From an optimization exercise on the open Yosys and OpenROAD flow, aimed at small area, a short achievable clock period and few clock cycles per item; shortcuts taken in it are not production practice. At most, simulation tests tie the RTL to the original design; equivalence was not proved. For run 1, only the layout was checked, not whether the RTL still works. Power and IR drop assume default switching activity.

## flow/design.v (module list and top-level ports; edited modules follow where they fit)
// module mux2X1: 8 lines
// module carry_lookahead_adder_8_bit: 19 lines
// module CLA_8bit_slice: 38 lines
// module carry_lookahead_adder_32_bit: 13 lines
// module mpa_bx: 6 lines
// module mpa_xor: 5 lines
// module mpa_ha: 6 lines
// module mpa_and: 5 lines
// module mpa_gp: 6 lines
// module mpa_nd: 6 lines
// module mpa_ng: 5 lines
// module mp_adder: 1061 lines
module mp_adder (
    input  wire         iAddSub,
    input  wire         iClk,
    input  wire         iRst,
    input  wire         iStart,
    input  wire [511:0] iOpA,
    input  wire [511:0] iOpB,
    output wire [512:0] oRes,
    output wire         oDone);
  // ...
==> flow/flow/run.sh <==
#!/bin/bash
# Standard ORFS layout (the standard.sh) with three changes to how it is done:
# - buffer_ports gives every input and output port a buf_1 cell (the resizer
#   still sizes them as timing needs) instead of the cell it picks by default;
# - the ports are placed in bit order round the die edge, each bit's
#   iOpA/iOpB/oRes side by side (flow/pinorder.tcl, before place_pins);
# - before the resize step's repair_design, high-fanout nets get buffer trees
#   built from their sinks' locations (flow/pre_resize.tcl, flow/tree.tcl).
set -euo pipefail
export BUFFER_PORTS_ARGS="-buffer_cell sky130_fd_sc_hd__buf_1"
export PRE_IO_PLACEMENT_TCL="$(pwd)/flow/pinorder.tcl"
export PRE_RESIZE_TCL="$(pwd)/flow/pre_resize.tcl"
bash standard.sh > standard_flow.log 2>&1
==> flow/flow/pinorder.tcl <==
# Place the ports in bit order around the die: bit i's iOpA[i], iOpB[i] and
# oRes[i] sit next to each other, bits 0..511 go round the die edge (bottom
# left to right, right edge upwards, top right to left, left edge downwards),
# and the control ports fill the gap between bit 511 and bit 0.
proc po_slots {} {
  set block [ord::get_db_block]
  set die [$block getDieArea]
  set dbu [$block getDbUnitsPerMicron]
  set W [expr {[$die xMax] / double($dbu)}]
  set H [expr {[$die yMax] / double($dbu)}]
  set m 10.0
  set slots {}
  # bottom: met2 tracks x = 0.23 + 0.46k, two tracks apart
  for {set x [expr {0.23 + 0.46 * ceil(($m - 0.23) / 0.46)}]} {$x <= $W - $m} {set x [expr {$x + 0.92}]} {
    lappend slots [list met2 $x 0.0]
  }
  # right: met3 tracks y = 0.34 + 0.68k
  for {set y [expr {0.34 + 0.68 * ceil(($m - 0.34) / 0.68)}]} {$y <= $H - $m} {set y [expr {$y + 1.36}]} {
    lappend slots [list met3 $W $y]
  }
  # top, right to left
  set top {}
  for {set x [expr {0.23 + 0.46 * ceil(($m - 0.23) / 0.46)}]} {$x <= $W - $m} {set x [expr {$x + 0.92}]} {
    lappend top [list met2 $x $H]
  }
  set slots [concat $slots [lreverse $top]]
  # left, top to bottom
  set left {}
  for {set y [expr {0.34 + 0.68 * ceil(($m - 0.34) / 0.68)}]} {$y <= $H - $m} {set y [expr {$y + 1.36}]} {
    lappend left [list met3 0.0 $y]
  }
  return [concat $slots [lreverse $left]]
}

proc po_place {name slot} {
  lassign $slot layer x y
  if {$layer == "met2"} { set sz {0.14 0.485} } else { set sz {0.8 0.3} }
  place_pin -pin_name $name -layer $layer -location [list $x $y] -pin_size $sz -force_to_die_boundary
}

proc po_all {} {
  set slots [po_slots]
  set ns [llength $slots]
  set ctrl {iClk iRst iStart iAddSub oDone oRes[512]}
  # bits spread evenly over the ring, leaving room for the control ports at the end
  set nbits 512
  set used [expr {3 * $nbits + [llength $ctrl]}]
  if {$used > $ns} { error "pinorder: $used ports but only $ns slots" }
  set step [expr {double($ns - [llength $ctrl]) / $nbits}]
  for {set i 0} {$i < $nbits} {incr i} {
    set s [expr {int(floor($i * $step))}]
    po_place "iOpA\[$i\]" [lindex $slots $s]
    po_place "iOpB\[$i\]" [lindex $slots [expr {$s + 1}]]
    po_place "oRes\[$i\]" [lindex $slots [expr {$s + 2}]]
  }
  set s [expr {$ns - [llength $ctrl]}]
  foreach c $ctrl {
    po_place $c [lindex $slots $s]
    incr s
  }
  puts "pinorder: placed [expr {3 * $nbits + [llength $ctrl]}] ports on $ns slots"
}
po_all
==> flow/flow/pre_resize.tcl <==
# Runs inside ORFS's resize step (3_4), after global placement and before its
# repair_design: every signal net with more than 12 sinks gets a buffer tree
# built from its sinks' placed locations (flow/tree.tcl), instead of the
# chain of buffers that repair_design would lay along the net.
source [file join [file dirname [info script]] tree.tcl]
bt_all 12 12 8 {sky130_fd_sc_hd__buf_4 sky130_fd_sc_hd__buf_8}
==> flow/flow/tree.tcl <==
# Buffer trees for high-fanout signal nets, built by recursive bisection of
# the sinks' placed locations (a leaf buffer drives at most LEAF sinks that
# lie close together; upper levels drive at most UP buffers each).
proc bt_split {pts maxn} {
  # pts: list of {pin x y}; returns a list of clusters of at most maxn points
  if {[llength $pts] <= $maxn} { return [list $pts] }
  set xs [lmap p $pts {lindex $p 1}]
  set ys [lmap p $pts {lindex $p 2}]
  set dx [expr {[tcl::mathfunc::max {*}$xs] - [tcl::mathfunc::min {*}$xs]}]
  set dy [expr {[tcl::mathfunc::max {*}$ys] - [tcl::mathfunc::min {*}$ys]}]
  set k [expr {$dx >= $dy ? 1 : 2}]
  set s [lsort -real -index $k $pts]
  # split into halves whose sizes are multiples of maxn where possible
  set n [llength $s]
  set nc [expr {($n + $maxn - 1) / $maxn}]
  set h [expr {(($nc + 1) / 2) * $maxn}]
  if {$h >= $n} { set h [expr {$n / 2}] }
  return [concat [bt_split [lrange $s 0 [expr {$h - 1}]] $maxn] [bt_split [lrange $s $h end] $maxn]]
}

proc bt_sinks {net} {
  set pts {}
  foreach it [$net getITerms] {
    if {[$it isOutputSignal]} { continue }
    set inst [$it getInst]
    set bb [$inst getBBox]
    set x [expr {([$bb xMin] + [$bb xMax]) / 2.0}]
    set y [expr {([$bb yMin] + [$bb yMax]) / 2.0}]
    lappend pts [list "[$inst getName]/[[$it getMTerm] getName]" $x $y]
  }
  return $pts
}

proc bt_net {netname leaf up cells} {
  set block [ord::get_db_block]
  set dbu [$block getDbUnitsPerMicron]
  set lvl 0
  set maxn $leaf
  while {1} {
    set net [$block findNet $netname]
    set pts [bt_sinks $net]
    if {[llength $pts] <= $maxn} { break }
    set cell [lindex $cells [expr {min($lvl, [llength $cells] - 1)}]]
    set i 0
    foreach cl [bt_split $pts $maxn] {
      set sx 0.0; set sy 0.0
      foreach p $cl { set sx [expr {$sx + [lindex $p 1]}]; set sy [expr {$sy + [lindex $p 2]}] }
      set cx [expr {$sx / [llength $cl] / $dbu}]
      set cy [expr {$sy / [llength $cl] / $dbu}]
      set pins [get_pins [lmap p $cl {lindex $p 0}]]
      insert_buffer -buffer_cell $cell -net [get_nets $netname] -load_pins $pins -location [list $cx $cy] \
        -buffer_name "bt_${lvl}_${i}_$netname"
      incr i
    }
    puts "bt_net $netname: level $lvl, $i buffers of $cell"
    incr lvl
    set maxn $up
  }
}

# all signal nets with more than minfo sinks (clock nets excluded)
proc bt_all {minfo leaf up cells} {
  set block [ord::get_db_block]
  set names {}
  foreach net [$block getNets] {
    if {[$net getSigType] != "SIGNAL"} { continue }
    if {[$net isSpecial]} { continue }
    set n 0
    set drv 0
    foreach it [$net getITerms] { if {[$it isOutputSignal]} { incr drv } else { incr n } }
    if {$drv != 1 || $n <= $minfo} { continue }
    if {[llength [$net getBTerms]] > 0} { continue }
    lappend names [$net getName]
  }
  foreach nm $names { bt_net $nm $leaf $up $cells }
}
==> flow/standard.sh <==
#!/bin/bash
# synth_recipe.tcl (not shown) runs the flow's synth.tcl, then flattens the netlist and writes it again
# the make line also repeats each setting of config.mk as NAME=value (left out here)
make -C /OpenROAD-flow-scripts/flow DESIGN_CONFIG=/design/flow/config.mk WORK_HOME=/design/flow/orfs CLKGATE_MAP_FILE= SYNTH_SCRIPT=/design/flow/synth_recipe.tcl "${@:-finish}"
==> flow/config.mk <==
export PLATFORM = sky130hd
export DESIGN_NAME = mp_adder
export DESIGN_NICKNAME = mp_adder
export VERILOG_FILES = /design/flow/design.v
export SDC_FILE = /design/flow/constraint.sdc
export NUM_CORES = 4
export LEC_CHECK = 0
export CAP_MARGIN = 20
export CORE_AREA = 10 10 460 460
export DIE_AREA = 0 0 470 470
export GPL_TIMING_DRIVEN = 0
export SETUP_SLACK_MARGIN = 0.5
export SLEW_MARGIN = 20
export SYNTH_HIERARCHICAL = 1
==> flow/constraint.sdc <==
create_clock -name core_clock -period 5.0 [get_ports {iClk}]
set_input_delay 1.0000 -clock core_clock [delete_from_list [all_inputs] [get_ports {iClk}]]
set_output_delay 1.0000 -clock core_clock [all_outputs]
set_load 0.01 [all_outputs]
==> impl_summary.log, run 1 <==
INFO  metric status = finished clean
INFO  metric crit_required = 4000 ps
INFO  metric critPathSlowestCell = sky130_fd_sc_hd__ha_1
INFO  metric synthSimpleGateAreaFrac = 11.74%
INFO  metric drt_iter0_drc = 814
INFO  metric routed-wl-met3 = 7095 µm
INFO  metric timing.hold.worst.start = iRst
INFO  metric multi_input_area_share = 67.87%
INFO  metric first_global_vias = 32220
INFO  metric layout.cell_area.non_filler = 40010 µm²
INFO  metric timing.critical_path.to_type = primary output
INFO  metric portBuffers = 1541
INFO  metric hold_viol_final = 0
INFO  metric fraction_of_power_consumed_by_the_clock_network = 14.8%
INFO  metric max-slew-margin-rel = 43.73%
INFO  metric post-cts-setup-buffers = 0
INFO  metric use_met2 = 22.82%
INFO  metric cp.buffers_inverters = 5
INFO  metric layout.cells.non_filler = 7899
INFO  metric met3_usage = 2.780%
INFO  metric hpwl_after_detailed_placement = 130700 µm
INFO  metric switching_share = 51.56%
INFO  metric power.largest_group = combinational logic
INFO  metric signal_buffer_area_fraction = 15.59%
INFO  metric floorplan.initialDensity = 14.67%
INFO  metric setup_violations = 0
INFO  metric n_multi_input_combinational_cell = 3460
INFO  metric gp_routability_congestion = 0.8445
INFO  metric worstPathCellList = buf_4, buf_12, buf_8, buf_4, xor2_1, ha_1, a21o_1, a21o_1, a21o_1, xor2_1, buf_1
INFO  metric crit_path_start_kind = primary input
INFO  metric synth.avg_cell_area = 8.250 µm²
INFO  metric antenna_found_initial = 12
INFO  metric powerComb = 7.46 mW
INFO  metric synthesis.yosys.warnings = 7
INFO  metric row_count = 165
INFO  metric cts-hold-fix-buffers = 0
INFO  metric die_width = 470 µm
INFO  metric synth-seq-area-share = 8.722%
INFO  metric cts_buffers = 17
==> inputs of run 2 (changes only) <==
--- a/flow/design.v
+++ b/flow/design.v
@@ -123,17 +123,17 @@
     input  wire         iStart,
     input  wire [511:0] iOpA,
     input  wire [511:0] iOpB,
     output wire [512:0] oRes,
     output wire         oDone);
     wire [511:0] bx, p, g, c, sum;
     wire [127:0] cg, cp, cc;
     reg  [127:1] rC;      
-    reg         rCout;   
+    reg         rCout;
     reg         rDone;
     wire [127:0] ci = {rC, iAddSub};
     genvar j;
     generate for (j = 0; j < 128; j = j + 1) begin : chunk
         mpa_bx  u_bx  (.s(iAddSub), .b(iOpB[4*j +: 4]), .bx(bx[4*j +: 4]));
         mpa_ha  u_pg  (.a(iOpA[4*j +: 4]), .b(bx[4*j +: 4]), .p(p[4*j +: 4]), .g(g[4*j +: 4]));
         mpa_gp  u_gp  (.p(p[4*j +: 4]), .g(g[4*j +: 4]), .G(cg[j]), .Pc(cp[j]));
         assign c[4*j] = ci[j];
@@ -1165,15 +1165,15 @@
     assign cc[122] = G445;
     assign cc[123] = G382;
     assign cc[124] = G446;
     assign cc[125] = G383;
     assign cc[126] = G447;
     assign cc[127] = G384;
     always @(posedge iClk) begin
         rC    <= cc[126:0];
-        rCout <= cc[127];
+        rCout <= cc[127] & ~iAddSub;
         if (iRst) rDone <= 1'b0;
         else      rDone <= iStart;
     end
-    assign oRes  = {rCout & ~iAddSub, sum};   
+    assign oRes  = {rCout, sum};
     assign oDone = rDone;
 endmodule
==> flow/config.mk (replaced) <==
export PLATFORM = sky130hd
export DESIGN_NAME = mp_adder
export DESIGN_NICKNAME = mp_adder
export VERILOG_FILES = /design/flow/design.v
export SDC_FILE = /design/flow/constraint.sdc
export NUM_CORES = 4
export LEC_CHECK = 0
export CAP_MARGIN = 20
export CORE_AREA = 10 10 442 442
export DIE_AREA = 0 0 452 452
export GPL_TIMING_DRIVEN = 0
export SETUP_SLACK_MARGIN = 0.8
export SLEW_MARGIN = 20
export SYNTH_HIERARCHICAL = 1
==> impl_summary.log, run 2 <==
INFO  metric num_vias = 31930 (was 30840)
INFO  metric cts_buffers = 17 (unchanged)
INFO  metric die_h = 452 µm (was 470 µm)
INFO  metric grt_use_total = 13.43% (was 12.17%)
INFO  metric synth-seq-area-share = 8.720% (was 8.722%)
INFO  metric hold_viol_final = 0 (unchanged)
INFO  metric antenna_found_initial = 19 (was 12)
INFO  metric first_global_vias = 34700 (was 32220)
INFO  metric place_ws = -1348 ps (was -1308 ps)
INFO  metric power = 10.69 mW (was 10.38 mW)
INFO  metric fp.dieArea = 204300 µm² (was 220900 µm²)
INFO  metric p_leak = 21.28 nW (was 20.73 nW)
INFO  metric layout_commonest_cell = sky130_fd_sc_hd__buf_1 (unchanged)
INFO  metric place_area = 38940 µm² (was 39170 µm²)
INFO  metric cts-htree-levels = 4 (unchanged)
INFO  metric routed_via_density = 4.119 (was 3.904)
INFO  metric use_met2 = 25.97% (was 22.82%)
INFO  metric synth.avg_cell_area = 8.250 µm² (about the same)
INFO  metric setup_violations = 0 (unchanged)
INFO  metric row_count = 158 (was 165)
INFO  metric drtAntennaViolNets = 0 (unchanged)
INFO  metric grt_pass1_wl = 207900 µm (was 201200 µm)
INFO  metric timing.hold.worst.class = in2reg (unchanged)
INFO  metric ir_worst_vdd = 0.2065 mV (was 0.2652 mV)
INFO  metric post_route_worst_setup_slack = 824.0 ps (was 630.5 ps)
INFO  metric crit_required = 4000 ps (about the same)
INFO  metric clock-root-buffer = sky130_fd_sc_hd__clkbuf_16 (unchanged)
INFO  metric min_period_over_period = 83.52% (was 87.39%)
INFO  metric sequentialPowerShare = 13.0% (was 13.3%)
INFO  metric path_clk_slew = 80 ps (about the same)
INFO  metric grt-busiest-layer = met2 (unchanged)
INFO  metric netlist_top_cells_area = sky130_fd_sc_hd__xor2_1, sky130_fd_sc_hd__ha_1, sky130_fd_sc_hd__a21o_1 (unchanged)
INFO  metric synth-edff-count = 0 (unchanged)
INFO  metric layout.nets = 6785 (was 6739)
INFO  metric switching_share = 51.40% (was 51.56%)
INFO  metric timing.critical_path.to_type = primary output (unchanged)
INFO  metric cts-root-to-sink-buffers = 2 (unchanged)
INFO  metric clock.fmax = 239.5 MHz (was 228.9 MHz)
INFO  metric portBuffers = 1541 (unchanged)
INFO  metric synthesis.yosys.warnings = 7 (unchanged)
INFO  metric grt_setup_unrepaired = true (unchanged)
INFO  metric layout.cells.non_filler = 7753 (was 7899)
INFO  metric max-slew-margin-rel = 44.93% (was 43.73%)
INFO  metric reg_top3 = rC: 127 flops, rCout: 1 flops, rDone: 1 flops (unchanged)
INFO  metric floorplan.io_pins = 0 (unchanged)
INFO  metric layout.filler_cells = 20760 (was 23170)
INFO  metric drt_iter0_drc = 1027 (was 814)
INFO  metric grt_use_met1 = 14.60% (was 13.91%)
INFO  metric count_of_pins_over_their_slew_limit = 0 (unchanged)
INFO  metric cell_type_with_the_largest_total_area_after_synthesis = sky130_fd_sc_hd__xor2_1 (unchanged)
INFO  metric area.growth.synth_to_final = 37.91% (was 35.14%)
INFO  metric hpwl_after_detailed_placement = 134600 µm (was 130700 µm)
INFO  metric power_per_cell_area = 261.8 nW/µm² (was 259.4 nW/µm²)
INFO  metric avgRoutedWirePerCell = 19.16 µm (was 17.91 µm)
INFO  metric layout_min_cycle_time = 4176 ps (was 4369 ps)
INFO  metric layout.cell_area.non_filler = 40840 µm² (was 40010 µm²)
INFO  metric max_capacitance_violation_count = 0 (unchanged)
INFO  metric postRouteWirelength = 148500 µm (was 141500 µm)
INFO  metric first_pass_iters = 5 (unchanged)
INFO  metric path_class = in2out (unchanged)
INFO  metric layout-drive-gt1-share = 4.984% (was 2.341%)
INFO  metric most-common-layout-cells = sky130_fd_sc_hd__buf_1, sky130_fd_sc_hd__xor2_1, sky130_fd_sc_hd__a21o_1 (unchanged)
INFO  metric dpl.cell_count = 7661 (was 7852)
INFO  metric synthCells = 3590 (was 3589)
INFO  metric gp_routability_congestion = 0.8727 (was 0.8445)
INFO  metric switching_power = 5.496 mW (was 5.352 mW)
INFO  metric synthDominantCellAreaShare = 30.28% (was 30.29%)
INFO  metric cts-hold-fix-buffers = 0 (unchanged)
INFO  metric synth_most_common_cell = sky130_fd_sc_hd__xor2_1 (unchanged)
INFO  metric yosys_most_used_dff = sky130_fd_sc_hd__dfxtp_1 (unchanged)
INFO  metric ys_top_cells_by_count = sky130_fd_sc_hd__xor2_1, sky130_fd_sc_hd__a21o_1, sky130_fd_sc_hd__ha_1 (unchanged)
INFO  metric placeableCoreArea = 185400 µm² (was 201900 µm²)
INFO  metric ys_async_sr_fraction = 0% (unchanged)
INFO  metric globalRoute.totalOverflow = 0 (unchanged)
INFO  metric cell_internal_pwr = 5.196 mW (was 5.027 mW)
INFO  metric fraction_of_power_consumed_by_the_clock_network = 14.4% (was 14.8%)
INFO  metric tritoncts = done (unchanged)
INFO  metric cts_sinks = 129 (unchanged)
INFO  metric status = finished clean (unchanged)
INFO  metric worst_ep_arrival_time = 3180 ps (was 3370 ps)
INFO  metric syn-num-nets = 5130 (was 5129)
INFO  metric largest_register = rC (unchanged)
INFO  metric synth.cell_area = 29620 µm² (was 29610 µm²)
INFO  metric power_frac_comb = 72.6% (was 71.9%)
INFO  metric timing_worst_slew_pin_value = 829.4 ps (was 847.5 ps)
INFO  metric floorplan.initialDensity = 15.97% (was 14.67%)
INFO  metric library_cells_used_by_synthesis = 11 (was 10)
INFO  metric flip_flop_count_of_the_largest_register_after_layout = 127 (unchanged)
INFO  metric die_width = 452 µm (was 470 µm)
INFO  metric met3_usage = 2.994% (was 2.780%)
INFO  metric yosys_register_bits = 129 (unchanged)
INFO  metric pin_count_of_the_biggest_net_entering_global_routing = 17 (unchanged)
INFO  metric remaining_routing_drc_violations = 0 (unchanged)
INFO  metric timing.critical_path.fanout_max = 12 (unchanged)
INFO  metric crit_path_start_kind = primary input (unchanged)
-- run 2: worst paths after layout --
check / startpoint / to / slack [ps] / depth (start not counted)
worst max-delay path: iAddSub / oRes[275] / 820 / 11
worst min-delay path: iRst / rDone / 690 / 2
-- run 2: power by group through the flow --
stage          clock network (mW)  registers (mW)  logic (mW)
2_1_floorplan                   0            1.37        4.59
3_3_place_gp                    0            1.41        7.47
3_5_place_dp                    0            1.41        7.64
4_1_cts                      1.66            1.39        7.77
5_1_grt                      1.69            1.41        8.55
6_report                     1.54            1.39        7.76
-- run 2: through the flow --
| step | hold slack [ps] | setup TNS [ps] | utilization [%] |
|---|---|---|---|
| 2_1_floorplan | 1064 | 0 | - |
| 3_3_place_gp | 1217 | - | 20.76 |
| 3_5_place_dp | 1218 | -33400 | 21.00 |
| 4_1_cts | 603.8 | 0 | 21.54 |
| 5_1_grt | 623.7 | 0 | 22.01 |
| 6_report | 685.4 | 0 | 22.03 |
-- run 2: layout make-up --
| cell class | count | area (µm²) | share of cell area [%] |
|---|---|---|---|
| plain buffers | 1 | 7.507 | 0.01838 |
| flip-flops and latches | 129 | 2582 | 6.323 |
| multi-input cells | 3460 | 27410 | 67.10 |
| diodes | 16 | 40.04 | 0.09803 |
| clock buffers | 19 | 442.9 | 1.084 |
| well taps | 2480 | 3103 | 7.597 |
| clock inverters | 12 | 207.7 | 0.5085 |
| repair buffers | 1636 | 7054 | 17.27 |
-- run 2: per-layer routing --
| layer | part of all wire, % | up-vias | wire (µm) |
|---|---|---|---|
| li1 | - | 16000 | - |
| met1 | 39 | 14760 | 58650 |
| met2 | 53 | 988 | 78940 |
| met3 | 5.2 | 183 | 7683 |
| met4 | 2.2 | 4 | 3240 |
| met5 | 0.018 | - | 27 |
-- run 2: critical path: stages --
cell and delay, ps:
sky130_fd_sc_hd__buf_12 130, sky130_fd_sc_hd__buf_16 160, sky130_fd_sc_hd__buf_16 230, sky130_fd_sc_hd__buf_12 160, sky130_fd_sc_hd__xor2_2 170, sky130_fd_sc_hd__ha_1 320, sky130_fd_sc_hd__a21o_1 210, sky130_fd_sc_hd__a21o_1 190
sky130_fd_sc_hd__a21o_1 170, sky130_fd_sc_hd__xor2_1 160, sky130_fd_sc_hd__buf_2 160
-- run 2: kinds of logic (layout without fill, tap and decap cells) --
kind of cell,count (synthesis),after routing,share of synthesized area (%)
adder cells (fa/ha/maj),512,512,21.63
buffers and inverters,1,1668,0.02536
flip-flops,129,129,8.720
AND/OR/NAND/NOR,707,707,11.74
AO/OA/AOI/OAI,1217,1217,27.60
other,0,16,0
XOR/XNOR,1024,1024,30.28
-- run 2: modules after synthesis (local to each module, per instance) --
module	times used	cell area, µm²	cells
mp_adder	1	2618	132
mpa_xor	128	35.03	4
mpa_nd	321	13.76	2
mpa_ha	128	50.05	4
mpa_gp	128	26.28	6
mpa_bx	128	35.03	4
mpa_ng	512	7.507	1
-- run 2: repair_timing --
item,in CTS,in global routing
resized for setup,115,137
cloned,0,4
endpoints found under the setup margin,316,92
pin swaps,0,45
buffers inserted,0,41
endpoints found under the hold margin,0,0
Testbench counts of run 2, summed over its fixed seeds: cycles 768, items 384.
==> inputs of run 3 (changes only) <==
--- a/flow/config.mk
+++ b/flow/config.mk
@@ -7,3 +7,3 @@
 export LEC_CHECK = 0
-export CAP_MARGIN = 20
+export CAP_MARGIN = 5
 export CORE_AREA = 10 10 442 442
@@ -12,3 +12,3 @@
 export SETUP_SLACK_MARGIN = 0.8
-export SLEW_MARGIN = 20
+export SLEW_MARGIN = 5
 export SYNTH_HIERARCHICAL = 1
==> impl_summary.log, run 3 <==
INFO  metric status = finished clean (unchanged)
INFO  metric cts_buffers = 17 (unchanged)
INFO  metric clock-root-buffer = sky130_fd_sc_hd__clkbuf_16 (unchanged)
INFO  metric post_route_worst_setup_slack = 873.4 ps (was 824.0 ps)
INFO  metric p_leak = 20.72 nW (was 21.28 nW)
INFO  metric synth.cell_area = 29620 µm² (unchanged)
INFO  metric yosys_most_used_dff = sky130_fd_sc_hd__dfxtp_1 (unchanged)
INFO  metric tritoncts = done (unchanged)
INFO  metric sequentialPowerShare = 13.4% (was 13.0%)
INFO  metric critPathMostFrequentCell = sky130_fd_sc_hd__a21o_1 (unchanged)
INFO  metric layout_min_cycle_time = 4127 ps (was 4176 ps)
INFO  metric fp.dieArea = 204300 µm² (unchanged)
INFO  metric max_capacitance_violation_count = 0 (unchanged)
INFO  metric timing_worst_slew_pin_value = 714.5 ps (was 829.4 ps)
INFO  metric crit_path_start_kind = primary input (unchanged)
INFO  metric max-slew-margin-rel = 52.56% (was 44.93%)
INFO  metric switching_power = 5.430 mW (was 5.496 mW)
INFO  metric ir_worst_vdd = 0.1735 mV (was 0.2065 mV)
INFO  metric place_area = 38920 µm² (was 38940 µm²)
INFO  metric power_per_cell_area = 260.0 nW/µm² (was 261.8 nW/µm²)
INFO  metric path_class = in2reg (was in2out)
INFO  metric antenna_found_initial = 19 (unchanged)
INFO  metric avgRoutedWirePerCell = 19.06 µm (was 19.16 µm)
INFO  metric first_pass_iters = 5 (unchanged)
INFO  metric die_h = 452 µm (unchanged)
INFO  metric power_frac_comb = 73.0% (was 72.6%)
INFO  metric globalRoute.totalOverflow = 0 (unchanged)
INFO  metric grt_use_total = 13.38% (was 13.43%)
INFO  metric layout-drive-gt1-share = 2.610% (was 4.984%)
INFO  metric min_period_over_period = 82.53% (was 83.52%)
INFO  metric floorplan.initialDensity = 15.97% (unchanged)
INFO  metric timing.critical_path.to_type = flop (was primary output)
INFO  metric cell_type_with_the_largest_total_area_after_synthesis = sky130_fd_sc_hd__xor2_1 (unchanged)
INFO  metric remaining_routing_drc_violations = 0 (unchanged)
INFO  metric portBuffers = 1541 (unchanged)
INFO  metric crit_required = 5420 ps (was 4000 ps)
INFO  metric switching_share = 52.35% (was 51.40%)
INFO  metric die_width = 452 µm (unchanged)
INFO  metric setup_violations = 0 (unchanged)
INFO  metric critPathTopFamily = compound AO/OA/AOI/OAI gates (was buffers and inverters)
INFO  metric cp-startpoint = iAddSub (unchanged)
INFO  metric drt_iter0_drc = 1153 (was 1027)
INFO  metric library_cells_used_by_synthesis = 11 (unchanged)
INFO  metric synthDominantCellAreaShare = 30.28% (unchanged)
INFO  metric netlist_top_cells_area = sky130_fd_sc_hd__xor2_1, sky130_fd_sc_hd__ha_1, sky130_fd_sc_hd__a21o_1 (unchanged)
INFO  metric synthesis.yosys.warnings = 7 (unchanged)
INFO  metric syn-num-nets = 5130 (unchanged)
INFO  metric grt_pass1_wl = 207000 µm (was 207900 µm)
INFO  metric timing.hold.worst.class = in2reg (unchanged)
INFO  metric worst_ep_arrival_time = 4550 ps (was 3180 ps)
INFO  metric ys_top_cells_by_count = sky130_fd_sc_hd__xor2_1, sky130_fd_sc_hd__a21o_1, sky130_fd_sc_hd__ha_1 (unchanged)
INFO  metric flip_flop_count_of_the_largest_register_after_layout = 127 (unchanged)
INFO  metric layout.filler_cells = 20840 (was 20760)
INFO  metric num_vias = 31840 (was 31930)
INFO  metric largest_register = rC (unchanged)
INFO  metric cp.buffers_inverters = 3 (was 5)
INFO  metric synthCells = 3590 (unchanged)
INFO  metric synth-seq-area-share = 8.720% (unchanged)
INFO  metric timing.hold.worst.start = iRst (unchanged)
INFO  metric gp_routability_congestion = 0.8727 (unchanged)
INFO  metric clock.fmax = 242.3 MHz (was 239.5 MHz)
INFO  metric slowest_delay = 370 ps (was 320 ps)
INFO  metric grt_setup_unrepaired = true (unchanged)
INFO  metric layout_commonest_cell = sky130_fd_sc_hd__buf_1 (unchanged)
INFO  metric synth-edff-count = 0 (unchanged)
INFO  metric row_count = 158 (unchanged)
INFO  metric fraction_of_power_consumed_by_the_clock_network = 13.6% (was 14.4%)
INFO  metric synth.avg_cell_area = 8.250 µm² (unchanged)
INFO  metric area.growth.synth_to_final = 34.69% (was 37.91%)
INFO  metric hold_viol_final = 0 (unchanged)
INFO  metric synth_most_common_cell = sky130_fd_sc_hd__xor2_1 (unchanged)
INFO  metric placeableCoreArea = 185400 µm² (unchanged)
INFO  metric layout.cell_area.non_filler = 39890 µm² (was 40840 µm²)
INFO  metric ys_async_sr_fraction = 0% (unchanged)
INFO  metric worstPathCellList = buf_16, buf_8, buf_6, xor2_1, ha_1, a21oi_1, o21ai_1, a21o_1, a21o_1, a21o_2, a21o_1, a21o_1, a21o_1, a21o_4, a21o_1 (was buf_12, buf_16, buf_16, buf_12, xor2_2, ha_1, a21o_1, a21o_1, a21o_1, xor2_1, buf_2)
INFO  metric yosys_register_bits = 129 (unchanged)
INFO  metric layout.nets = 6739 (was 6785)
INFO  metric register_cell_area_after_layout = 2582 µm² (unchanged)
INFO  metric routed_via_density = 4.135 (was 4.119)
INFO  metric pin_count_of_the_biggest_net_entering_global_routing = 17 (unchanged)
INFO  metric hpwl_after_detailed_placement = 134300 µm (was 134600 µm)
INFO  metric critPathSlowestCell = sky130_fd_sc_hd__a21o_1 (was sky130_fd_sc_hd__ha_1)
INFO  metric reg_top3 = rC: 127 flops, rCout: 1 flops, rDone: 1 flops (unchanged)
INFO  metric cts-htree-levels = 4 (unchanged)
INFO  metric multi_input_comb_area = 27250 µm² (was 27410 µm²)
INFO  metric drtAntennaViolNets = 0 (unchanged)
INFO  metric cell_internal_pwr = 4.942 mW (was 5.196 mW)
INFO  metric postRouteWirelength = 146800 µm (was 148500 µm)
INFO  metric cts_sinks = 129 (unchanged)
INFO  metric cts-hold-fix-buffers = 0 (unchanged)
INFO  metric most-common-layout-cells = sky130_fd_sc_hd__buf_1, sky130_fd_sc_hd__xor2_1, sky130_fd_sc_hd__a21o_1 (unchanged)
INFO  metric cts-root-to-sink-buffers = 2 (unchanged)
INFO  metric count_of_pins_over_their_slew_limit = 0 (unchanged)
INFO  metric path_clk_slew = 80 ps (about the same)
INFO  metric floorplan.io_pins = 0 (unchanged)
INFO  metric timing.critical_path.fanout_max = 12 (unchanged)
INFO  metric place_ws = -1918 ps (was -1348 ps)
INFO  metric first_global_vias = 34660 (was 34700)
[run 3: area by class of cell]
type | count | share of cell area [%]
Antenna cell | 11 | 0.06900
Buffer | 1 | 0.01882
Clock buffer | 18 | 1.076
Clock inverter | 12 | 0.4078
Multi-Input combinational cell | 3460 | 68.32
Sequential cell | 129 | 6.474
Tap cell | 2480 | 7.779
Timing Repair Buffer | 1590 | 15.85
[run 3: power groups by stage]
stage	logic, mW	registers (mW)	clock network, mW
after floorplan	4.59	1.37	0
after global placement	7.47	1.41	0
after detailed placement	7.64	1.41	0
after CTS	7.73	1.39	1.53
after global routing	8.38	1.41	1.56
final	7.57	1.39	1.41
[run 3: routing by layer]
| metal | GRT usage (%) | wire [µm] |
|---|---|---|
| met2 | 25.69 | 77550 |
| met5 | 0 | 34 |
| met1 | 14.28 | 57010 |
| met4 | 3.838 | 3769 |
| met3 | 3.317 | 8401 |
[run 3: final timing paths]
path / to / slack, ps / cells after the start
min: rDone / 680 / 2
max: rC[101] / 870 / 15
[run 3: metrics by stage]
step / TNS [ps] / power [mW] / hold WS, ps / instances / utilization, %
2_1_floorplan: 0 / 5.958 / 1064 / 3590 / -
3_3_place_gp: - / 8.881 / 1217 / 7611 / 20.76
3_5_place_dp: -81810 / 9.046 / 1222 / 7660 / 20.99
4_1_cts: 0 / 10.66 / 595.7 / 7690 / 21.41
5_1_grt: 0 / 11.35 / 618.3 / 7691 / 21.50
6_report: 0 / 10.37 / 676.4 / 7701 / 21.51
[run 3: kinds of logic (layout without fill, tap and decap cells)]
logic type               after synthesis  in the layout  synth area share [%]
AO/OA/AOI/OAI                       1217           1217                 27.60
XOR/XNOR                            1024           1024                 30.28
AND/OR/NAND/NOR                      707            707                 11.74
adder cells (fa/ha/maj)              512            512                 21.63
flip-flops                           129            129                 8.720
buffers and inverters                  1           1621               0.02536
other                                  0             11                     0
[run 3: modules after synthesis, one instance, submodules excluded]
module    cell area, µm²  flops+latches  cells inside  copies in the design
mp_adder            2618            129           132                     1
mpa_bx             35.03              0             4                   128
mpa_gp             26.28              0             6                   128
mpa_ha             50.05              0             4                   128
mpa_nd             13.76              0             2                   321
mpa_ng             7.507              0             1                   512
mpa_xor            35.03              0             4                   128
[run 3: what timing repair did]
| action | CTS | global route |
|---|---|---|
| endpoints found under the setup margin | 629 | 66 |
| setup buffers | 0 | 0 |
| pin swaps | 0 | 0 |
| resized for setup | 68 | 42 |
==> inputs of run 4 (changes only) <==
--- a/flow/flow/pre_resize.tcl
+++ b/flow/flow/pre_resize.tcl
@@ -5,2 +5,2 @@
 source [file join [file dirname [info script]] tree.tcl]
-bt_all 12 12 8 {sky130_fd_sc_hd__buf_4 sky130_fd_sc_hd__buf_8}
+bt_all 12 12 8 {sky130_fd_sc_hd__buf_8 sky130_fd_sc_hd__buf_16}
--- a/flow/config.mk
+++ b/flow/config.mk
@@ -7,8 +7,8 @@
 export LEC_CHECK = 0
-export CAP_MARGIN = 5
-export CORE_AREA = 10 10 442 442
-export DIE_AREA = 0 0 452 452
+export CAP_MARGIN = 20
+export CORE_AREA = 10 10 460 460
+export DIE_AREA = 0 0 470 470
 export GPL_TIMING_DRIVEN = 0
 export SETUP_SLACK_MARGIN = 0.8
-export SLEW_MARGIN = 5
+export SLEW_MARGIN = 20
 export SYNTH_HIERARCHICAL = 1
==> impl_summary.log, run 4 <==
INFO  metric synthesis.yosys.warnings = 7 (unchanged)
INFO  metric max_capacitance_violation_count = 0 (unchanged)
INFO  metric timing.hold.worst.start = iRst (unchanged)
INFO  metric place_ws = -1425 ps (was -1918 ps)
INFO  metric yosys_most_used_dff = sky130_fd_sc_hd__dfxtp_1 (unchanged)
INFO  metric setup_tns = 0 ps (unchanged)
INFO  metric grt_setup_unrepaired = true (unchanged)
INFO  metric switching_share = 51.09% (was 52.35%)
INFO  metric slowest_delay = 460 ps (was 370 ps)
INFO  metric cts-hold-fix-buffers = 0 (unchanged)
INFO  metric layout_min_cycle_time = 4189 ps (was 4127 ps)
INFO  metric crit_required = 5480 ps (was 5420 ps)
INFO  metric layout.cell_area.non_filler = 41130 µm² (was 39890 µm²)
INFO  metric first_pass_iters = 4 (was 5)
INFO  metric remaining_routing_drc_violations = 0 (unchanged)
INFO  metric layout.cells.non_filler = 7942 (was 7701)
INFO  metric path_class = in2reg (unchanged)
INFO  metric synthCells = 3590 (unchanged)
INFO  metric die_h = 470 µm (was 452 µm)
INFO  metric critPathMostFrequentCell = sky130_fd_sc_hd__and2_1 (was sky130_fd_sc_hd__a21o_1)
INFO  metric row_count = 165 (was 158)
INFO  metric place_area = 39580 µm² (was 38920 µm²)
INFO  metric status = finished clean (unchanged)
INFO  metric ir_worst_vdd = 0.2279 mV (was 0.1735 mV)
INFO  metric tritoncts = done (unchanged)
INFO  metric multi_input_comb_area = 27360 µm² (was 27250 µm²)
INFO  metric switching_power = 5.398 mW (was 5.430 mW)
INFO  metric layout_commonest_cell = sky130_fd_sc_hd__buf_1 (unchanged)
INFO  metric layout.filler_cells = 23020 (was 20840)
INFO  metric globalRoute.totalOverflow = 0 (unchanged)
INFO  metric fraction_of_power_consumed_by_the_clock_network = 14.5% (was 13.6%)
INFO  metric worst_ep_arrival_time = 4670 ps (was 4550 ps)
INFO  metric flip_flop_count_of_the_largest_register_after_layout = 127 (unchanged)
INFO  metric dpl.cell_count = 7853 (was 7660)
INFO  metric cts-htree-levels = 4 (unchanged)
INFO  metric fp.dieArea = 220900 µm² (was 204300 µm²)
INFO  metric drtAntennaViolNets = 0 (unchanged)
INFO  metric cp-startpoint = iAddSub (unchanged)
INFO  metric critPathSlowestCell = sky130_fd_sc_hd__and2_1 (was sky130_fd_sc_hd__a21o_1)
INFO  metric path_clk_slew = 70 ps (was 80 ps)
INFO  metric synth-edff-count = 0 (unchanged)
INFO  metric syn-num-nets = 5130 (unchanged)
INFO  metric ys_async_sr_fraction = 0% (unchanged)
INFO  metric avgRoutedWirePerCell = 17.94 µm (was 19.06 µm)
INFO  metric antenna_found_initial = 26 (was 19)
INFO  metric area.growth.synth_to_final = 38.86% (was 34.69%)
INFO  metric power_frac_comb = 72.4% (was 73.0%)
INFO  metric clock.fmax = 238.7 MHz (was 242.3 MHz)
INFO  metric synthDominantCellAreaShare = 30.28% (unchanged)
INFO  metric hold_viol_final = 0 (unchanged)
INFO  metric register_cell_area_after_layout = 2582 µm² (unchanged)
INFO  metric num_vias = 30990 (was 31840)
INFO  metric postLayoutCoreUtil = 20.37% (was 21.51%)
INFO  metric layout-drive-gt1-share = 4.914% (was 2.610%)
INFO  metric post_route_worst_setup_slack = 811.1 ps (was 873.4 ps)
INFO  metric cts_buffers = 17 (unchanged)
INFO  metric floorplan.initialDensity = 14.67% (was 15.97%)
INFO  metric setup_violations = 0 (unchanged)
INFO  metric layout.nets = 6778 (was 6739)
INFO  metric portBuffers = 1541 (unchanged)
INFO  metric sequentialPowerShare = 13.1% (was 13.4%)
INFO  metric synth-seq-area-share = 8.720% (unchanged)
INFO  metric gp_routability_congestion = 0.8461 (was 0.8727)
INFO  metric crit_path_start_kind = primary input (unchanged)
INFO  metric p_leak = 21.29 nW (was 20.72 nW)
INFO  metric grt_pass1_wl = 200600 µm (was 207000 µm)
INFO  metric min_period_over_period = 83.78% (was 82.53%)
INFO  metric reg_top3 = rC: 127 flops, rCout: 1 flops, rDone: 1 flops (unchanged)
INFO  metric postRouteWirelength = 142500 µm (was 146800 µm)
INFO  metric largest_register = rC (unchanged)
INFO  metric whs = 671.2 ps (was 676.4 ps)
INFO  metric clock-root-buffer = sky130_fd_sc_hd__clkbuf_16 (unchanged)
INFO  metric drt_iter0_drc = 751 (was 1153)
INFO  metric worstPathCellList = buf_12, buf_16, buf_16, buf_12, buf_4, xor2_1, ha_1, nand2_1, nor2_1, and2_1, and2_1, and2_1, and2_1, and2_1, and2_1, a21o_1, a21o_1 (was buf_16, buf_8, buf_6, xor2_1, ha_1, a21oi_1, o21ai_1, a21o_1, a21o_1, a21o_2, a21o_1, a21o_1, a21o_1, a21o_4, a21o_1)
INFO  metric cts_sinks = 129 (unchanged)
INFO  metric hpwl_after_detailed_placement = 130900 µm (was 134300 µm)
INFO  metric timing.critical_path.fanout_max = 11 (was 12)
INFO  metric library_cells_used_by_synthesis = 11 (unchanged)
INFO  metric count_of_pins_over_their_slew_limit = 0 (unchanged)
INFO  metric routed_via_density = 3.903 (was 4.135)
INFO  metric yosys_register_bits = 129 (unchanged)
INFO  metric first_global_vias = 32130 (was 34660)
INFO  metric power = 10.56 mW (was 10.37 mW)
INFO  metric timing.critical_path.to_type = flop (unchanged)
INFO  metric cell_type_with_the_largest_total_area_after_synthesis = sky130_fd_sc_hd__xor2_1 (unchanged)
INFO  metric timing_worst_slew_pin_value = 928.9 ps (was 714.5 ps)
INFO  metric netlist_top_cells_area = sky130_fd_sc_hd__xor2_1, sky130_fd_sc_hd__ha_1, sky130_fd_sc_hd__a21o_1 (unchanged)
INFO  metric grt_use_total = 12.16% (was 13.38%)
INFO  metric synth.cell_area = 29620 µm² (unchanged)
INFO  metric cts-root-to-sink-buffers = 2 (unchanged)
INFO  metric power_per_cell_area = 256.9 nW/µm² (was 260.0 nW/µm²)
INFO  metric synth_most_common_cell = sky130_fd_sc_hd__xor2_1 (unchanged)
INFO  metric ys_top_cells_by_count = sky130_fd_sc_hd__xor2_1, sky130_fd_sc_hd__a21o_1, sky130_fd_sc_hd__ha_1 (unchanged)
INFO  metric cell_internal_pwr = 5.167 mW (was 4.942 mW)
INFO  metric die_width = 470 µm (was 452 µm)
INFO  metric synth.avg_cell_area = 8.250 µm² (unchanged)
INFO  metric max-slew-margin-rel = 38.33% (was 52.56%)
INFO  metric placeableCoreArea = 201900 µm² (was 185400 µm²)
INFO  metric timing.hold.worst.class = in2reg (unchanged)
INFO  metric floorplan.io_pins = 0 (unchanged)
INFO  metric most-common-layout-cells = sky130_fd_sc_hd__buf_1, sky130_fd_sc_hd__xor2_1, sky130_fd_sc_hd__a21o_1 (unchanged)
INFO  metric pin_count_of_the_biggest_net_entering_global_routing = 17 (unchanged)
run 4: cell counts after synthesis:
Identical to the previous run, type by type.
run 4: modules after synthesis, one instance, submodules excluded:
module | copies in the design | flip-flops and latches | cell area, µm²
mpa_nd | 321 | 0 | 13.76
mpa_ha | 128 | 0 | 50.05
mpa_bx | 128 | 0 | 35.03
mpa_xor | 128 | 0 | 35.03
mpa_ng | 512 | 0 | 7.507
mp_adder | 1 | 129 | 2618
mpa_gp | 128 | 0 | 26.28
run 4: area by class of cell:
class | count | area share, %
diodes | 20 | 0.1217
plain buffers | 1 | 0.01825
clock buffers | 19 | 1.077
clock inverters | 12 | 0.5081
multi-input cells | 3460 | 66.52
flip-flops and latches | 129 | 6.279
well taps | 2672 | 8.129
repair buffers | 1629 | 17.35
run 4: final timing paths:
path,endpoint,slack [ps],cells after the start
hold / removal,rDone,670,2
setup / recovery,rC[73],810,17
run 4: critical path: cells and delay by family:
kind	cells	cell delay, ps
AOI/OAI and AO/OA	2	510
xor gates and xnor gates	1	150
adders and majority gates	1	320
buffers and inverters	5	810
and+or+nand+nor	8	1780
run 4: kinds of logic after synthesis:
logic type / Yosys count / synth area share [%]
AO/OA/AOI/OAI: 1217 / 27.60
flip-flops: 129 / 8.720
adder cells (fa/ha/maj): 512 / 21.63
buffers and inverters: 1 / 0.02536
XOR/XNOR: 1024 / 30.28
AND/OR/NAND/NOR: 707 / 11.74
run 4: what timing repair did:
| item | CTS | global route |
|---|---|---|
| cloned | 0 | 1 |
| endpoints found under the setup margin | 320 | 90 |
| setup buffers | 10 | 27 |
| pin swaps | 8 | 29 |
| resized for setup | 97 | 89 |
run 4: power by group through the flow:
stage | logic [mW] | registers, mW | clock network, mW
finish | 7.65 | 1.38 | 1.54
global route | 8.47 | 1.41 | 1.67
CTS | 7.78 | 1.38 | 1.66
detailed placement | 7.65 | 1.40 | 0
global placement | 7.57 | 1.40 | 0
floorplan | 4.59 | 1.37 | 0
run 4: metal layers:
metal	wire length, µm	part of all wire (%)	GRT usage (%)	vias up
met2	73960	52	22.97	865
met3	7044	4.9	2.725	118
met5	13	0.0091	0	-
met4	2536	1.8	2.714	2
met1	58930	41	13.76	14040
li1	-	-	-	15970
==> inputs of run 5 (changes only) <==
==> flow/flow/pre_resize.tcl (replaced) <==
# Runs inside ORFS's resize step (3_4), after global placement and before its
# repair_design: every signal net with more than 16 sinks gets a buffer tree
# built from its sinks' placed locations (flow/tree.tcl), instead of the
# chain of buffers that repair_design would lay along the net.
source [file join [file dirname [info script]] tree.tcl]
bt_all 16 16 6 {sky130_fd_sc_hd__buf_4 sky130_fd_sc_hd__buf_8}
==> impl_summary.log, run 5 <==
INFO  metric synth_most_common_cell = sky130_fd_sc_hd__xor2_1 (unchanged)
INFO  metric ys_async_sr_fraction = 0% (unchanged)
INFO  metric avgRoutedWirePerCell = 17.94 µm (about the same)
INFO  metric cell_type_with_the_largest_total_area_after_synthesis = sky130_fd_sc_hd__xor2_1 (unchanged)
INFO  metric synth.cell_area = 29620 µm² (unchanged)
INFO  metric library_cells_used_by_synthesis = 11 (unchanged)
INFO  metric pin_count_of_the_biggest_net_entering_global_routing = 17 (unchanged)
INFO  metric postRouteWirelength = 142200 µm (was 142500 µm)
INFO  metric max-slew-margin-rel = 44.36% (was 38.33%)
INFO  metric dpl.cell_count = 7843 (was 7853)
INFO  metric yosys_register_bits = 129 (unchanged)
INFO  metric reg_top3 = rC: 127 flops, rCout: 1 flops, rDone: 1 flops (unchanged)
INFO  metric synth.avg_cell_area = 8.250 µm² (unchanged)
INFO  metric syn-num-nets = 5130 (unchanged)
INFO  metric synthDominantCellAreaShare = 30.28% (unchanged)
INFO  metric timing.critical_path.fanout_max = 7 (was 11)
INFO  metric floorplan.initialDensity = 14.67% (unchanged)
INFO  metric timing.critical_path.to_type = flop (unchanged)
INFO  metric floorplan.io_pins = 0 (unchanged)
INFO  metric synth_xor_area_share = 30.28% (unchanged)
INFO  metric layout.nets = 6770 (was 6778)
INFO  metric synth-edff-count = 0 (unchanged)
INFO  metric hold_viol_final = 0 (unchanged)
INFO  metric worstPathCellList = buf_16, buf_16, buf_16, buf_16, buf_4, xor2_1, ha_1, buf_4, nand2_1, nor2_1, and2_1, and2_1, and2_1, a21o_4, a21o_4, a21o_4, a21o_4, a21o_1 (was buf_12, buf_16, buf_16, buf_12, buf_4, xor2_1, ha_1, nand2_1, nor2_1, and2_1, and2_1, and2_1, and2_1, and2_1, and2_1, a21o_1, a21o_1)
INFO  metric synth-seq-area-share = 8.720% (unchanged)
INFO  metric critPathTopFamily = compound AO/OA/AOI/OAI gates (was simple AND/OR/NAND/NOR gates)
INFO  metric grt_use_total = 12.15% (was 12.16%)
INFO  metric post_route_worst_setup_slack = 769.3 ps (was 811.1 ps)
INFO  metric critPathSlowestCell = sky130_fd_sc_hd__ha_1 (was sky130_fd_sc_hd__and2_1)
INFO  metric layout.cells.non_filler = 7927 (was 7942)
INFO  metric max_capacitance_violation_count = 0 (unchanged)
INFO  metric antenna_found_initial = 30 (was 26)
INFO  metric drtAntennaViolNets = 0 (unchanged)
INFO  metric cp.buffers_inverters = 6 (was 5)
INFO  metric layout_commonest_cell = sky130_fd_sc_hd__buf_1 (unchanged)
INFO  metric synthSimpleGateAreaFrac = 11.74% (unchanged)
INFO  metric globalRoute.totalOverflow = 0 (unchanged)
INFO  metric synth_adder_area_share = 21.63% (unchanged)
INFO  metric setup_tns = 0 ps (unchanged)
INFO  metric yosys_most_used_dff = sky130_fd_sc_hd__dfxtp_1 (unchanged)
INFO  metric first_global_vias = 31990 (was 32130)
INFO  metric die_width = 470 µm (unchanged)
INFO  metric synthesis.yosys.warnings = 7 (unchanged)
INFO  metric tritoncts = done (unchanged)
INFO  metric whs = 667.7 ps (was 671.2 ps)
INFO  metric flip_flop_count_of_the_largest_register_after_layout = 127 (unchanged)
INFO  metric layout_min_cycle_time = 4231 ps (was 4189 ps)
INFO  metric first_pass_iters = 5 (was 4)
INFO  metric cts-root-to-sink-buffers = 2 (unchanged)
INFO  metric crit_path_start_kind = primary input (unchanged)
INFO  metric num_vias = 30860 (was 30990)
INFO  metric grt_setup_unrepaired = true (unchanged)
INFO  metric count_of_pins_over_their_slew_limit = 0 (unchanged)
INFO  metric synth.area.mux_share = 0% (unchanged)
INFO  metric most-common-layout-cells = sky130_fd_sc_hd__buf_1, sky130_fd_sc_hd__xor2_1, sky130_fd_sc_hd__a21o_1 (unchanged)
INFO  metric met3_usage = 2.789% (was 2.725%)
INFO  metric routed_via_density = 3.893 (was 3.903)
INFO  metric ys_top_cells_by_count = sky130_fd_sc_hd__xor2_1, sky130_fd_sc_hd__a21o_1, sky130_fd_sc_hd__ha_1 (unchanged)
INFO  metric status = finished clean (unchanged)
INFO  metric use_met2 = 23.06% (was 22.97%)
INFO  metric ir_worst_vdd = 0.2300 mV (was 0.2279 mV)
INFO  metric portBuffers = 1541 (unchanged)
INFO  metric synthCells = 3590 (unchanged)
INFO  metric crit_required = 5420 ps (was 5480 ps)
INFO  metric clock.fmax = 236.4 MHz (was 238.7 MHz)
INFO  metric largest_register = rC (unchanged)
INFO  metric cts_buffers = 17 (unchanged)
INFO  metric timing_worst_slew_pin_value = 838.0 ps (was 928.9 ps)
INFO  metric setup_violations = 0 (unchanged)
INFO  metric grt_pass1_wl = 200200 µm (was 200600 µm)
INFO  metric min_period_over_period = 84.61% (was 83.78%)
INFO  metric worst_ep_arrival_time = 4660 ps (was 4670 ps)
INFO  metric worst-path-stages = 18 (was 17)
INFO  metric grt-busiest-layer = met2 (unchanged)
INFO  metric drt_iter0_drc = 753 (was 751)
INFO  metric placeableCoreArea = 201900 µm² (unchanged)
INFO  metric gp_routability_congestion = 0.8461 (unchanged)
INFO  metric row_count = 165 (unchanged)
INFO  metric cts-htree-levels = 4 (unchanged)
INFO  metric layout-drive-gt1-share = 4.483% (was 4.914%)
INFO  metric remaining_routing_drc_violations = 0 (unchanged)
INFO  metric clock-root-buffer = sky130_fd_sc_hd__clkbuf_16 (unchanged)
INFO  metric timing.hold.worst.class = in2reg (unchanged)
INFO  metric area.growth.synth_to_final = 38.23% (was 38.86%)
INFO  metric path_clk_slew = 80 ps (was 70 ps)
INFO  metric synth-compound-area-share = 27.60% (unchanged)
INFO  metric slowest_delay = 340 ps (was 460 ps)
INFO  metric place_ws = -1530 ps (was -1425 ps)
INFO  metric power_per_cell_area = 259.6 nW/µm² (was 256.9 nW/µm²)
INFO  metric fp.dieArea = 220900 µm² (unchanged)
INFO  metric whs_path_depth = 2 (unchanged)
INFO  metric grt_use_met1 = 13.78% (was 13.76%)
INFO  metric hpwl_after_detailed_placement = 130400 µm (was 130900 µm)
INFO  metric netlist_top_cells_area = sky130_fd_sc_hd__xor2_1, sky130_fd_sc_hd__ha_1, sky130_fd_sc_hd__a21o_1 (unchanged)
INFO  metric die_h = 470 µm (unchanged)
INFO  metric synth_top_family_by_area = XOR/XNOR gates (unchanged)
INFO  metric p_leak = 21.18 nW (was 21.29 nW)
INFO  metric path_class = in2reg (unchanged)
INFO  metric cts_sinks = 129 (unchanged)
-- run 5: logic make-up after synthesis --
group / count (synthesis)
AND/OR/NAND/NOR: 707
buffers and inverters: 1
flip-flops: 129
AO/OA/AOI/OAI: 1217
XOR/XNOR: 1024
adder cells (fa/ha/maj): 512
-- run 5: power by group --
part / internal, mW / total, mW / switching, mW / leakage (nW)
Sequential: 1.24 / 1.38 / 0.140 / 1.09
Combinational: 3.03 / 7.65 / 4.62 / 19.8
Clock: 0.948 / 1.60 / 0.654 / 0.324
Total: 5.21 / 10.6 / 5.42 / 21.2
-- run 5: repair_timing --
item | in CTS | in global routing
cloned | 0 | 5
setup buffers | 0 | 35
hold buffers | 0 | 0
endpoints found under the setup margin | 379 | 111
gates resized for setup | 120 | 111
pin swaps | 0 | 32
-- run 5: layer usage --
| layer | part of all wire, % | wire length, µm |
|---|---|---|
| met1 | 41 | 58800 |
| met2 | 52 | 74250 |
| met3 | 5.0 | 7046 |
| met4 | 1.5 | 2062 |
| met5 | 0.019 | 27 |
-- run 5: worst paths after layout --
path | to | slack (ps) | startpoint
min | rDone | 670 | iRst
max | rC[123] | 770 | iAddSub
-- run 5: cell type report --
class,count,area (µm²)
clock buffer,19,442.9
fill,23100,161000
buffer,1,7.507
tap,2672,3343
timing repair buffer,1621,6929
sequential,129,2582
antenna,13,32.53
clock inverter,12,231.5
multi-input combinational,3460,27370
-- run 5: metrics by stage --
step	util, %	area, µm²	total power [mW]
after global placement	19.19	38740	8.974
final	20.28	40940	10.63
after detailed placement	19.37	39100	9.001
after floorplan	-	29620	5.958
after CTS	19.89	40160	10.82
after global routing	20.26	40910	11.60
-- run 5: modules after synthesis, one instance, submodules excluded --
| module | cell area, µm² | cells inside | copies in the design |
|---|---|---|---|
| mp_adder | 2618 | 132 | 1 |
| mpa_bx | 35.03 | 4 | 128 |
| mpa_gp | 26.28 | 6 | 128 |
| mpa_ha | 50.05 | 4 | 128 |
| mpa_nd | 13.76 | 2 | 321 |
| mpa_ng | 7.507 | 1 | 512 |
| mpa_xor | 35.03 | 4 | 128 |

==> static timing again, ports no longer ideal <==
In the flow no input, the clock included, has a driving cell. The finished layouts below were timed again as built, in two steps.
Step 1 assumes that a clkbuf_16 drives the clock port and a buf_2 every other input.
Step 2 moves the port delays by t, midway between the first and last clock arrival at a register: inputs arrive t later, outputs are due t later. That takes back most of the time a late clock gives input paths.
a / b / c = ideal ports / drivers / drivers and shift; a / b = the first two.
| run | t (ns) | slack for setup (ns) | hold WS [ns] | worst data-port slew with drivers (ns) | pins driven straight from the clock port |
|---|---|---|---|---|---|
| run 1 | 0.605 | 0.631 / 0.594 / 0.109 | 0.667 / 0.618 / 1.224 | 0.07 | 1 |
| run 2 | 0.593 | 0.824 / 0.769 / 0.278 | 0.685 / 0.632 / 1.225 | 0.07 | 1 |
| run 3 | 0.597 | 0.873 / 0.795 / 0.260 | 0.676 / 0.620 / 1.217 | 0.10 | 1 |
| run 4 | 0.608 | 0.811 / 0.796 / 0.237 | 0.671 / 0.620 / 1.228 | 0.07 | 1 |
| run 5 | 0.609 | 0.769 / 0.764 / 0.175 | 0.668 / 0.617 / 1.226 | 0.09 | 1 |
After both steps every run listed still meets setup and hold. For run 3, which loses most, drivers alone change the setup slack by -0.078 ns; drivers and shift together by -0.613 ns.
